Source: an optimization exercise on an open RTL-to-GDS flow (aim: small area). Production flows keep margins and buffers that such runs may drop. Function was checked by simulation only, so behaviour that the tests miss may differ from the original.

==> flow/design.v <==
module TwoByTwoMatMul(
	input [31:0] a, b,
	output [63:0] c
);
wire[7:0] a0, a1, a2, a3, b0, b1, b2, b3;
assign a0 = a[31:24];
assign a1 = a[23:16];
assign a2 = a[15:8];
assign a3 = a[7:0];
assign b0 = b[31:24];
assign b1 = b[23:16];
assign b2 = b[15:8];
assign b3 = b[7:0];
assign c[63:48] = a0*b0+a1*b1;
assign c[47:32] = a0*b2+a1*b3;
assign c[31:16] = a2*b0+a3*b1;
assign c[15:0]  = a2*b2+a3*b3;
endmodule
module TwoByEightMatMul (
	input [127:0] a, b,
	output[63:0] c
);
wire [63:0] ca, cb, cc, cd;
TwoByTwoMatMul matmul1({a[127-:16],a[63-:16]},{b[127-:16],b[63-:16]},ca);
TwoByTwoMatMul matmul2({a[111-:16],a[47-:16]},{b[111-:16],b[47-:16]},cb);
TwoByTwoMatMul matmul3({a[95-:16],a[31-:16]},{b[95-:16],b[31-:16]},cc);
TwoByTwoMatMul matmul4({a[79-:16],a[15:0]},{b[79-:16],b[15:0]},cd);
genvar i;
generate
for(i=16; i<=64; i=i+16) begin: gen
	assign c[(i-1)-:16] = ca[(i-1)-:16] + cb[(i-1)-:16] + cc[(i-1)-:16] + cd[(i-1)-:16];
end
endgenerate
endmodule
module MatMul (
	input clk,
	input rw, cs, comdat,
	input[7:0] data_in,
	output[7:0] data_out
);
reg[7:0] ram_a[0:63], ram_b[0:63];
reg[7:0] a[0:15], b[0:15];
wire[63:0] c;
reg[7:0] ab[0:127];
reg[6:0] addr, ab_addr;
TwoByEightMatMul mm({a[0],a[1],a[2],a[3],a[4],a[5],a[6],a[7],a[8],a[9],a[10],a[11],a[12],a[13],a[14],a[15]},
					  {b[0],b[1],b[2],b[3],b[4],b[5],b[6],b[7],b[8],b[9],b[10],b[11],b[12],b[13],b[14],b[15]},
						c);
assign data_out = ab[addr];
localparam S0 = 4'd0, S1 = 4'd1, S2 = 4'd3, S3 = 4'd2, S4 = 4'd4, S5 = 4'd5, S6 = 4'd7, S7 = 4'd6, S8 = 4'd8, S9 = 4'd9, S10 = 4'd11, S11 = 4'd10,
			  S12 = 4'd12, S13 = 4'd13, S14 = 4'd15, S15 
			  = 4'd14;
reg[3:0] state, nextstate;
integer i;
always @(posedge clk) begin
	if(cs) begin
		if(rw == 1) begin								 
			addr <= addr + 7'b0000001;
		end else begin									 
			if(comdat == 0) begin					 
				addr <= addr + 7'b0000001;
				if(addr[6] == 0)
					ram_a[addr[5:0]] <= data_in;
				else
					ram_b[addr[5:0]] <= data_in;
			end else begin								 
				addr <= data_in[6:0];
			end
		end
	end
end
always @(posedge clk) begin
	state <= nextstate;
	ab[ab_addr] <= c[63-:8];
	ab[ab_addr+1] <= c[55-:8];
	ab[ab_addr+2] <= c[47-:8];
	ab[ab_addr+3] <= c[39-:8];
	ab[ab_addr+16] <= c[31-:8];
	ab[ab_addr+17] <= c[23-:8];
	ab[ab_addr+18] <= c[15-:8];
	ab[ab_addr+19] <= c[7:0]; 
end
always @(*)begin
	nextstate = state + 4'b1;
	case(state)
		S0: begin
			for(i=0; i<8; i=i+1)begin
				a[i] = ram_a[i];
				b[i] = ram_b[8*i];
			end
			for(i=0; i<8; i=i+1)begin
				a[8+i] = ram_a[8+i];
				b[8+i] = ram_b[8*i+1];
			end
			ab_addr = 0; 
		end
		S1: begin
			for(i=0; i<8; i=i+1)begin
				a[i] = ram_a[i];
				b[i] = ram_b[8*i+2];
			end
			for(i=0; i<8; i=i+1)begin
				a[8+i] = ram_a[8+i];
				b[8+i] = ram_b[8*i+3];
			end
			ab_addr = 4;
		end
		S2: begin
			for(i=0; i<8; i=i+1)begin
				a[i] = ram_a[i];
				b[i] = ram_b[8*i+4];
			end
			for(i=0; i<8; i=i+1)begin
				a[8+i] = ram_a[8+i];
				b[8+i] = ram_b[8*i+5];
			end
			ab_addr = 8;
		end
		S3: begin
			for(i=0; i<8; i=i+1)begin
				a[i] = ram_a[i];
				b[i] = ram_b[8*i+6];
			end
			for(i=0; i<8; i=i+1)begin
				a[8+i] = ram_a[8+i];
				b[8+i] = ram_b[8*i+7];
			end
			ab_addr = 12;
		end
		S4: begin
			for(i=0; i<8; i=i+1)begin
				a[i] = ram_a[i+16];
				b[i] = ram_b[8*i];
			end
			for(i=0; i<8; i=i+1)begin
				a[8+i] = ram_a[i+24];
				b[8+i] = ram_b[8*i+1];
			end
			ab_addr = 32;
		end
		S5: begin
			for(i=0; i<8; i=i+1)begin
				a[i] = ram_a[i+16];
				b[i] = ram_b[8*i+2];
			end
			for(i=0; i<8; i=i+1)begin
				a[8+i] = ram_a[i+24];
				b[8+i] = ram_b[8*i+3];
			end
			ab_addr = 36;
		end
		S6: begin
			for(i=0; i<8; i=i+1)begin
				a[i] = ram_a[i+16];
				b[i] = ram_b[8*i+4];
			end
			for(i=0; i<8; i=i+1)begin
				a[8+i] = ram_a[i+24];
				b[8+i] = ram_b[8*i+5];
			end
			ab_addr = 40;
		end
		S7: begin
			for(i=0; i<8; i=i+1)begin
				a[i] = ram_a[i+16];
				b[i] = ram_b[8*i+6];
			end
			for(i=0; i<8; i=i+1)begin
				a[8+i] = ram_a[i+24];
				b[8+i] = ram_b[8*i+7];
			end
			ab_addr = 44;
		end
		S8: begin
			for(i=0; i<8; i=i+1)begin
				a[i] = ram_a[i+32];
				b[i] = ram_b[8*i];
			end
			for(i=0; i<8; i=i+1)begin
				a[8+i] = ram_a[i+40];
				b[8+i] = ram_b[8*i+1];
			end
			ab_addr = 64;
		end
		S9: begin
			for(i=0; i<8; i=i+1)begin
				a[i] = ram_a[i+32];
				b[i] = ram_b[8*i+2];
			end
			for(i=0; i<8; i=i+1)begin
				a[8+i] = ram_a[i+40];
				b[8+i] = ram_b[8*i+3];
			end
			ab_addr = 68;
		end
		S10: begin
			for(i=0; i<8; i=i+1)begin
				a[i] = ram_a[i+32];
				b[i] = ram_b[8*i+4];
			end
			for(i=0; i<8; i=i+1)begin
				a[8+i] = ram_a[i+40];
				b[8+i] = ram_b[8*i+5];
			end
			ab_addr = 72;
		end
		S11: begin
			for(i=0; i<8; i=i+1)begin
				a[i] = ram_a[i+32];
				b[i] = ram_b[8*i+6];
			end
			for(i=0; i<8; i=i+1)begin
				a[8+i] = ram_a[i+40];
				b[8+i] = ram_b[8*i+7];
			end
			ab_addr = 76;
		end
		S12: begin
			for(i=0; i<8; i=i+1)begin
				a[i] = ram_a[i+48];
				b[i] = ram_b[8*i];
			end
			for(i=0; i<8; i=i+1)begin
				a[8+i] = ram_a[i+56];
				b[8+i] = ram_b[8*i+1];
			end
			ab_addr = 96;
		end
		S13: begin
			for(i=0; i<8; i=i+1)begin
				a[i] = ram_a[i+48];
				b[i] = ram_b[8*i+2];
			end
			for(i=0; i<8; i=i+1)begin
				a[8+i] = ram_a[i+56];
				b[8+i] = ram_b[8*i+3];
			end
			ab_addr = 100;
		end
		S14: begin
			for(i=0; i<8; i=i+1)begin
				a[i] = ram_a[i+48];
				b[i] = ram_b[8*i+4];
			end
			for(i=0; i<8; i=i+1)begin
				a[8+i] = ram_a[i+56];
				b[8+i] = ram_b[8*i+5];
			end
			ab_addr = 104;
		end
		S15: begin
			for(i=0; i<8; i=i+1)begin
				a[i] = ram_a[i+48];
				b[i] = ram_b[8*i+6];
			end
			for(i=0; i<8; i=i+1)begin
				a[8+i] = ram_a[i+56];
				b[8+i] = ram_b[8*i+7];
			end
			ab_addr = 108;
		end
		default: begin
			for(i=0; i<16; i=i+1)begin
				a[i] = 8'd0;
				b[i] = 8'd0;
			end
			ab_addr = 0;
		end
	endcase
end
endmodule
module MatMul_top (
	input clk, read, resetn, cs,
	input[31:0] writedata,
	output[31:0] readdata,
	output[7:0] conduit
);
wire[7:0] from_mm, to_mm;
assign conduit = from_mm;
assign readdata = {24'b0, from_mm};
assign to_mm = writedata[7:0];
MatMul mm(.clk(clk), .cs(cs), .rw(read), .comdat(to_mm[7]), .data_in({1'b0, to_mm[6:0]}), .data_out(from_mm));
endmodule 
==> flow/run.sh <==
#!/bin/bash
# synth_recipe.tcl (not shown) runs the flow's synth.tcl, then flattens the netlist and writes it again
# the make line also repeats each setting of config.mk as NAME=value (left out here)
make -C /OpenROAD-flow-scripts/flow DESIGN_CONFIG=/design/flow/config.mk WORK_HOME=/design/flow/orfs CLKGATE_MAP_FILE= SYNTH_SCRIPT=/design/flow/synth_recipe.tcl finish
==> flow/config.mk <==
export PLATFORM = sky130hd
export DESIGN_NAME = MatMul_top
export DESIGN_NICKNAME = MatMul_top
export VERILOG_FILES = /design/flow/design.v
export SDC_FILE = /design/flow/constraint.sdc
export NUM_CORES = 4
export LEC_CHECK = 0
export CAP_MARGIN = 20
export CORE_MARGIN = 2
export CORE_UTILIZATION = 40
export SLEW_MARGIN = 20
==> flow/constraint.sdc <==
create_clock -name core_clock -period 12.0 [get_ports {clk}]
set_input_delay 2.4000 -clock core_clock [delete_from_list [all_inputs] [get_ports {clk}]]
set_output_delay 2.4000 -clock core_clock [all_outputs]
set_load 0.01 [all_outputs]
==> results of run 1 <==
[logic make-up after synthesis]
group,after synthesis,share of synthesized area
buf+inv,2362,0.06997
fa+ha+maj,2321,0.3053
simple gates,2300,0.07483
flops,1938,0.4456
compound gates,747,0.04040
mux,499,0.05913
xor+xnor,70,0.004704
other cells,1,0.00002877
[path summary, 6_finish.rpt]
kind	from	endpoint	slack, ns	cells after the start
setup reg to reg	mm.state[0]	mm.ab[62][7]	0.61	34
hold / removal	mm.state[0]	mm.state[0]	0.61	1
hold reg to reg	mm.state[0]	mm.state[0]	0.61	1
setup / recovery	mm.state[0]	mm.ab[62][7]	0.61	34
[state kept, by name, summed over array words and instances, names as in the netlist, named ones only]
register and flops:
mm.ab 1024, mm.addr 7, mm.state 4, mm.ram_b 448, mm.ram_a 448
[cell usage in the layout, fill, tap and decap left out, types with 16 or more instances in the layout]
cell	count
sky130_fd_sc_hd__a21o_1	20
sky130_fd_sc_hd__inv_1	1884
sky130_fd_sc_hd__o21ai_0	58
sky130_fd_sc_hd__xnor2_1	50
sky130_fd_sc_hd__o21ai_1	64
sky130_fd_sc_hd__and3_1	18
sky130_fd_sc_hd__o22ai_1	93
sky130_fd_sc_hd__clkinv_1	48
sky130_fd_sc_hd__o221ai_1	35
sky130_fd_sc_hd__nor3_1	22
sky130_fd_sc_hd__mux2i_1	275
sky130_fd_sc_hd__o221a_2	22
sky130_fd_sc_hd__diode_2	18
sky130_fd_sc_hd__nor2_1	1397
sky130_fd_sc_hd__edfxtp_1	1927
sky130_fd_sc_hd__fa_1	1432
sky130_fd_sc_hd__buf_4	355
sky130_fd_sc_hd__nand2b_1	48
sky130_fd_sc_hd__clkbuf_16	204
sky130_fd_sc_hd__o21a_1	38
sky130_fd_sc_hd__xor2_1	18
sky130_fd_sc_hd__clkbuf_1	47
sky130_fd_sc_hd__clkdlybuf4s50_1	19
sky130_fd_sc_hd__clkinv_2	34
sky130_fd_sc_hd__a21oi_1	138
sky130_fd_sc_hd__a222oi_1	112
sky130_fd_sc_hd__nor2_4	16
sky130_fd_sc_hd__mux4_2	216
sky130_fd_sc_hd__conb_1	24
sky130_fd_sc_hd__or2_2	228
sky130_fd_sc_hd__nor2b_1	18
sky130_fd_sc_hd__o21ai_2	22
sky130_fd_sc_hd__and2_1	30
sky130_fd_sc_hd__nand2_1	450
sky130_fd_sc_hd__ha_1	886
sky130_fd_sc_hd__a22oi_1	17
sky130_fd_sc_hd__a211oi_1	20
[final cells by class]
class	count	area, um^2	share of cell area
multi-input cells	5961	63730	0.4435
flip-flops and latches	1938	58110	0.4044
inverters	1884	7072	0.04921
well taps	4325	5411	0.03766
clock buffers	251	5281	0.03675
repair buffers	383	3043	0.02118
clock inverters	119	1007	0.007009
diodes	18	45.04	0.0003135
[metal layers]
layer  GRT usage  up-vias  part of all wire
met1      0.3299    41968              0.40
met4      0.1128        2             0.053
met5           0        -          0.000032
met2      0.3976     3271              0.46
li1            -    34290                 -
met3     0.04656      679             0.078
[per-stage QoR]
step / cell area [um^2] / instances / worst slack (ns) / utilization
finish: 143700 / 14879 / 0.6110 / 0.4432
global route: 143700 / 14862 / 0.08974 / 0.4430
CTS: 143600 / 14860 / 0.6213 / 0.4428
detailed placement: 137300 / 14490 / 0.6888 / 0.4234
global placement: 137300 / 14489 / 0.7917 / 0.4233
floorplan: 130400 / 10261 / 0.9110 / -
[worst max-delay path, delay by kind of cell, from the launching register on]
| kind | cells | cell delay [ns] |
|---|---|---|
| fa+ha+maj | 12 | 5.12 |
| compound gates | 6 | 2.13 |
| simple gates | 6 | 1.95 |
| buf+inv | 10 | 1.31 |
| flops | 1 | 0.47 |
==> reports/metrics.cfg, run 1 <==
[yosys]
most_instantiated_library_cell_after_synthesis = sky130_fd_sc_hd__edfxtp_1
synth.lib_cells_used.distinct = 73
yosys_register_bits = 1938
postSynth.topFlopCell = sky130_fd_sc_hd__edfxtp_1
syn-cell-area_mm2 = 0.1303
synth_edf_count = 1927
postSynthCellCount = 10238
post_synth.cell_area_avg_um2 = 12.73
post_synthesis_cell_type_with_the_largest_combined_area = sky130_fd_sc_hd__edfxtp_1
synthTopCellsByArea = sky130_fd_sc_hd__edfxtp_1 (44%), sky130_fd_sc_hd__fa_1 (22%), sky130_fd_sc_hd__ha_1 (8.5%)
yosysTopAreaCellShare = 0.4440
async_flop_share = 0
synth_top_cells_by_count = sky130_fd_sc_hd__edfxtp_1 (1927), sky130_fd_sc_hd__inv_1 (1884), sky130_fd_sc_hd__fa_1 (1432), sky130_fd_sc_hd__nor2_1 (1413), sky130_fd_sc_hd__ha_1 (889)
yosysWarningCount = 3
seq_area_frac_synth = 0.4456

[critical_path]
timing.critical_path.arrival_ns = 11.92
worst_setup_path_start_kind = flop
end_kind = flop
timing.setup.critical_path_class = flop to flop
cpMaxStageDelayCell = sky130_fd_sc_hd__nor3b_2
critical_path_required_ns = 12.53
crit_path_max_fanout = 23
critPathMaxStageDelay_ns = 0.79

[clocking]
clock_path_buffers = 4
cts_inserted_buffers = 203
clock_insertion_delay_worst_skew_ns = 0.95
cts_tree = built
postCtsSetupBuffers = 0
total_clock_sinks = 1938
clock-root-buffer = sky130_fd_sc_hd__clkbuf_16
cts-resized-gates = 0
clkSlewWorstSetupHoldPaths_ns = 0.08
post_cts_hold_buffer_count = 0
h_tree_depth = 4

[cells_and_area]
fillerInstances = 29602
area_growth_pct = 10.25
layout.nets = 12728
drive_above_1_share = 0.1150

[floorplanning]
effective_utilization_at_floorplan = 0.4020
placementRows = 209
core_area_mm2 = 0.3243
fp.dieH_um = 574.8
die_w_um = 574.8
die_area_mm2 = 0.3304
ios = 76

[timing]
worst_clock_skew_ns = 0.09232
min_period_over_period = 0.9491
timing.hold.ws_ns = 0.6099
post_layout_minimum_cycle_time_ns = 11.39
max_freq_ghz = 0.08780
totalNegativeSetupSlack_ns = 0
max_slew_violation_count = 0
grt_setup_unrepaired = false
worstMarginPinSlew_ns = 1.449
setup_viol = 0
timing.slew.headroom = 0.03381
hold_viol = 0

[global_routing]
first_global_vias = 83827
grt_pass1_wl_mm = 590.1
grt_max_degree = 126
grt_usage = 0.2486
grt.overflow.total = 0
grt_antenna_before_repair = 15

[route]
vias = 80210
route.final.wire_length_mm = 409.3
drc = 0
firstDrtPassIters = 9
antenna_violating_nets_post_route = 0
drt-initial-drc-count = 8218
routed_len_inst_um = 27.51
average_vias_per_placed_instance = 5.391

[min_path]
hp-class = flop to flop

[flow_run]
max-cap-violations = 0

[placed_design]
portBuffers = 26
gp_congestion = 1.023
hpwl_mm = 305.5

[status]
result_of_the_run = complete, no violations

==> run 2: changes to the inputs <==
==> flow/design.v (replaced) <==
module TwoByEightMatMul (
	input [55:0] a, b,
	output[15:0] c
);
assign c = a[6:0]*b[6:0] + a[13:7]*b[13:7] + a[20:14]*b[20:14] + a[27:21]*b[27:21]
         + a[34:28]*b[34:28] + a[41:35]*b[41:35] + a[48:42]*b[48:42] + a[55:49]*b[55:49];
endmodule
module MatMul (
	input clk,
	input rw, cs, comdat,
	input[6:0] data_in,
	output[7:0] data_out
);
reg[6:0] addr;
reg[6:0] ram_a[0:63], ram_b[0:63];
always @(posedge clk) begin
	if(cs) begin
		if(rw || !comdat)
			addr <= addr + 7'd1;
		else
			addr <= data_in;
	end
end
wire we = cs && !rw && !comdat;
integer n;
always @(posedge clk) begin
	for(n=0; n<64; n=n+1) begin
		if(we && addr == n)
			ram_a[n] <= data_in;
		if(we && addr == 64+n)
			ram_b[n] <= data_in;
	end
end
wire[2:0] row = addr[6:4];
wire[2:0] col = addr[3:1];
wire[55:0] arow, bcol;
genvar k;
generate
for(k=0; k<8; k=k+1) begin: sel
	assign arow[7*k+:7] = ram_a[{row, k[2:0]}];
	assign bcol[7*k+:7] = ram_b[{k[2:0], col}];
end
endgenerate
wire[15:0] c;
TwoByEightMatMul dot(.a(arow), .b(bcol), .c(c));
assign data_out = addr[0] ? c[7:0] : c[15:8];
endmodule
module MatMul_top (
	input clk, read, resetn, cs,
	input[31:0] writedata,
	output[31:0] readdata,
	output[7:0] conduit
);
wire[7:0] from_mm;
assign conduit = from_mm;
assign readdata = {24'b0, from_mm};
MatMul mm(.clk(clk), .cs(cs), .rw(read), .comdat(writedata[7]), .data_in(writedata[6:0]), .data_out(from_mm));
endmodule
==> reports/metrics.cfg, run 2 <==
[status]
result_of_the_run = complete, no violations

[timing]
worst_clock_skew_ns = 0.04423  ; -0.04808 ns
post_layout_minimum_cycle_time_ns = 11.72  ; +0.3292 ns
max_slew_violation_count = 0  ; unchanged
hold_viol = 0  ; unchanged
max_freq_ghz = 0.08534  ; -2.8%
worstMarginPinSlew_ns = 1.106  ; -0.3429 ns
setup_viol = 0  ; unchanged
min_period_over_period = 0.9765  ; +0.02743
timing.slew.headroom = 0.2624  ; +0.2286

[route]
vias = 29430  ; -63%
route.final.wire_length_mm = 136.7  ; -67%
firstDrtPassIters = 5  ; -4
drt-initial-drc-count = 2869  ; -65%
average_vias_per_placed_instance = 5.387  ; about the same
antenna_violating_nets_post_route = 0  ; unchanged
routed_len_inst_um = 25.02  ; -9.1%
drc = 0  ; unchanged

[critical_path]
cpLargestDelayFamily = adder cells
timing.setup.critical_path_class = flop to output port
r2r-start = mm.addr[0]
path_buf_inv = 10  ; unchanged
r2r-end = mm.ram_b[2][0]
worst_setup_path_start_kind = flop
critical_path_required_ns = 9.60  ; -2.93 ns
end_kind = output port
setup.worst_path.start = mm.addr[6]
regToRegSetupSlack_ns = 8.39  ; +7.78 ns
critical-path-top-cell-by-count = sky130_fd_sc_hd__fa_1
cpMaxStageDelayCell = sky130_fd_sc_hd__fa_1
timing.critical_path.arrival_ns = 9.32  ; -2.60 ns
worst-r2r-cell-count = 5  ; -85%
crit_path_max_fanout = 15  ; -35%
critPathMaxStageDelay_ns = 0.57  ; -0.22 ns

[cells_and_area]
fillerInstances = 10740  ; -64%
area_growth_pct = 15.27
layout.cells.most_common_list = sky130_fd_sc_hd__edfxtp_1 (903), sky130_fd_sc_hd__inv_1 (462), sky130_fd_sc_hd__nor2_1 (425)
layout.nets = 4349  ; -66%
fin_util = 0.4655  ; +0.02234
drive_above_1_share = 0.2054  ; +0.09039
final_common_cell = sky130_fd_sc_hd__edfxtp_1
layoutNonFillerInstCount = 5463  ; -63%

[placed_design]
gp_congestion = 0.9123  ; -11%
portBuffers = 26  ; unchanged
dp_cells = 5230  ; -64%
hpwl_mm = 97.00  ; -68%

[yosys]
most_instantiated_library_cell_after_synthesis = sky130_fd_sc_hd__edfxtp_1
yosysTopAreaCellShare = 0.5502  ; +0.1062
yosys_register_bits = 903  ; -53%
post_synthesis_cell_type_with_the_largest_combined_area = sky130_fd_sc_hd__edfxtp_1
seq_area_frac_synth = 0.5502  ; +0.1046
async_flop_share = 0  ; unchanged
postSynthCellCount = 3469  ; -66%
post_synth.cell_area_avg_um2 = 14.21  ; +12%
synth_edf_count = 903  ; -53%
synthTopCellsByArea = sky130_fd_sc_hd__edfxtp_1 (55%), sky130_fd_sc_hd__fa_1 (14%), sky130_fd_sc_hd__ha_1 (5.0%)
synth_top_cells_by_count = sky130_fd_sc_hd__edfxtp_1 (903), sky130_fd_sc_hd__inv_1 (465), sky130_fd_sc_hd__nor2_1 (428), sky130_fd_sc_hd__fa_1 (349), sky130_fd_sc_hd__ha_1 (197)
syn-cell-area_mm2 = 0.04928  ; -62%
yosysWarningCount = 3  ; unchanged
postSynth.topFlopCell = sky130_fd_sc_hd__edfxtp_1
synth.lib_cells_used.distinct = 72  ; -1.4%

[clocking]
cts_tree = built
cts_inserted_buffers = 89  ; -56%
clock_path_buffers = 3  ; -1
clock_insertion_delay_worst_skew_ns = 0.68  ; -0.27 ns
total_clock_sinks = 903  ; -53%
h_tree_depth = 3  ; -1
post_cts_hold_buffer_count = 0  ; unchanged
clock-root-buffer = sky130_fd_sc_hd__clkbuf_16
clkSlewWorstSetupHoldPaths_ns = 0.06  ; -0.02 ns

[min_path]
holdPathEnd = mm.addr[5]
hp-class = flop to flop
hold-path-cell-count = 4  ; +3
hold_path_startpoint = mm.addr[4]

[global_routing]
grt.overflow.total = 0  ; unchanged
grt_antenna_before_repair = 0  ; -15
grt_usage = 0.2168  ; -0.03186
first_global_vias = 30087  ; -64%
grt_max_degree = 98  ; -22%
grt_pass1_wl_mm = 201.3  ; -66%

[floorplanning]
placementRows = 128  ; -39%
ios = 76  ; unchanged
effective_utilization_at_floorplan = 0.4038  ; +0.001880
die_w_um = 355.0  ; -38%
core_area_mm2 = 0.1220  ; -62%
fp.dieH_um = 355.0  ; -38%
die_area_mm2 = 0.1260  ; -62%

[flow_run]
max-cap-violations = 0  ; unchanged

[run 2: worst max-delay path by stage]
stage                   to  slack (ns)  cells after the start
6_report        conduit[7]        0.28                     29
5_1_grt         conduit[6]       -0.02                     36
4_1_cts        readdata[6]       -0.14                     33
3_5_place_dp   readdata[6]       -0.20                     32
3_3_place_gp    conduit[6]       -0.25                     32
2_1_floorplan  readdata[6]        1.21                     27
[run 2: cell families (layout without fill, tap and decap cells)]
kind of cell	after synthesis	in the layout	synth area share
simple gates	745	745	0.06626
other cells	1	26	0.00007609
xor+xnor	26	26	0.004621
mux	244	244	0.07131
compound gates	382	382	0.06149
flops	903	903	0.5502
buf+inv	622	966	0.05425
fa+ha+maj	546	546	0.1918
[run 2: repair_timing]
item	in CTS	in global routing
cloned	4	3
endpoints found under the hold margin	0	0
setup endpoints to repair	16	16
pin swaps	7	29
gates resized for setup	76	84
buffers inserted	29	36
[run 2: worst register-to-register path, cell delays in order (launching register included)]
cell and delay [ns]:
sky130_fd_sc_hd__edfxtp_1 0.65, sky130_fd_sc_hd__buf_4 0.34, sky130_fd_sc_hd__inv_1 0.51, sky130_fd_sc_hd__ha_1 0.33, sky130_fd_sc_hd__nand2_1 0.51, sky130_fd_sc_hd__nor2_1 0.91
[run 2: final cells by class]
type | count | area (um^2) | share of cell area
tap | 1625 | 2033 | 0.03579
timing repair buffer | 340 | 3070 | 0.05405
sequential | 903 | 27120 | 0.4773
clock buffer | 108 | 2298 | 0.04046
multi-input combinational | 1967 | 20030 | 0.3525
antenna | 2 | 5.005 | 0.00008810
inverter | 466 | 1760 | 0.03099
clock inverter | 52 | 499.2 | 0.008788
[run 2: through the flow]
step	worst slack, ns	hold WS, ns	setup TNS [ns]	cell area, um^2
3_5_place_dp	-0.2000	1.001	-0.5508	52720
4_1_cts	-0.1415	1.006	-0.5564	56160
6_report	0.2818	1.006	0	56810
3_3_place_gp	-0.2474	0.9790	-0.6435	52720
2_1_floorplan	1.209	0.8579	0	49370
5_1_grt	-0.02074	1.075	-0.07368	56800
[run 2: metal layers]
metal  up-vias  track usage  part of all wire
met1     15333       0.3002              0.42
met5         -            0                 0
met4         0      0.07017             0.036
li1      12845            -                 -
met2      1073       0.3584              0.48
met3       179      0.02431             0.064

-- static timing again, ports no longer ideal --
In the flow no input, the clock included, has a driving cell. The finished layouts below were timed again as built, in two steps. Step 1 (the two cells are an assumption about what drives the block):
set clk [get_ports {clk}]
set_driving_cell -lib_cell sky130_fd_sc_hd__clkbuf_16 $clk
set_driving_cell -lib_cell sky130_fd_sc_hd__buf_2 [delete_from_list [all_inputs] $clk]
Step 2 also shifts input and output timing later by t, the mid clock arrival at the registers, as if the neighbouring blocks saw the same clock. a / b / c = ideal / step 1 / step 2; a / b = the first two.
run	t (ns)	setup WS [ns]	slew at the worst register clock pin (ns)
run 1	1.006	0.611 / 0.611 / 0.611	0.08 / 0.08
run 2	0.735	0.282 / 0.208 / 0.943	0.07 / 0.07
After both steps every run listed still meets setup and hold.
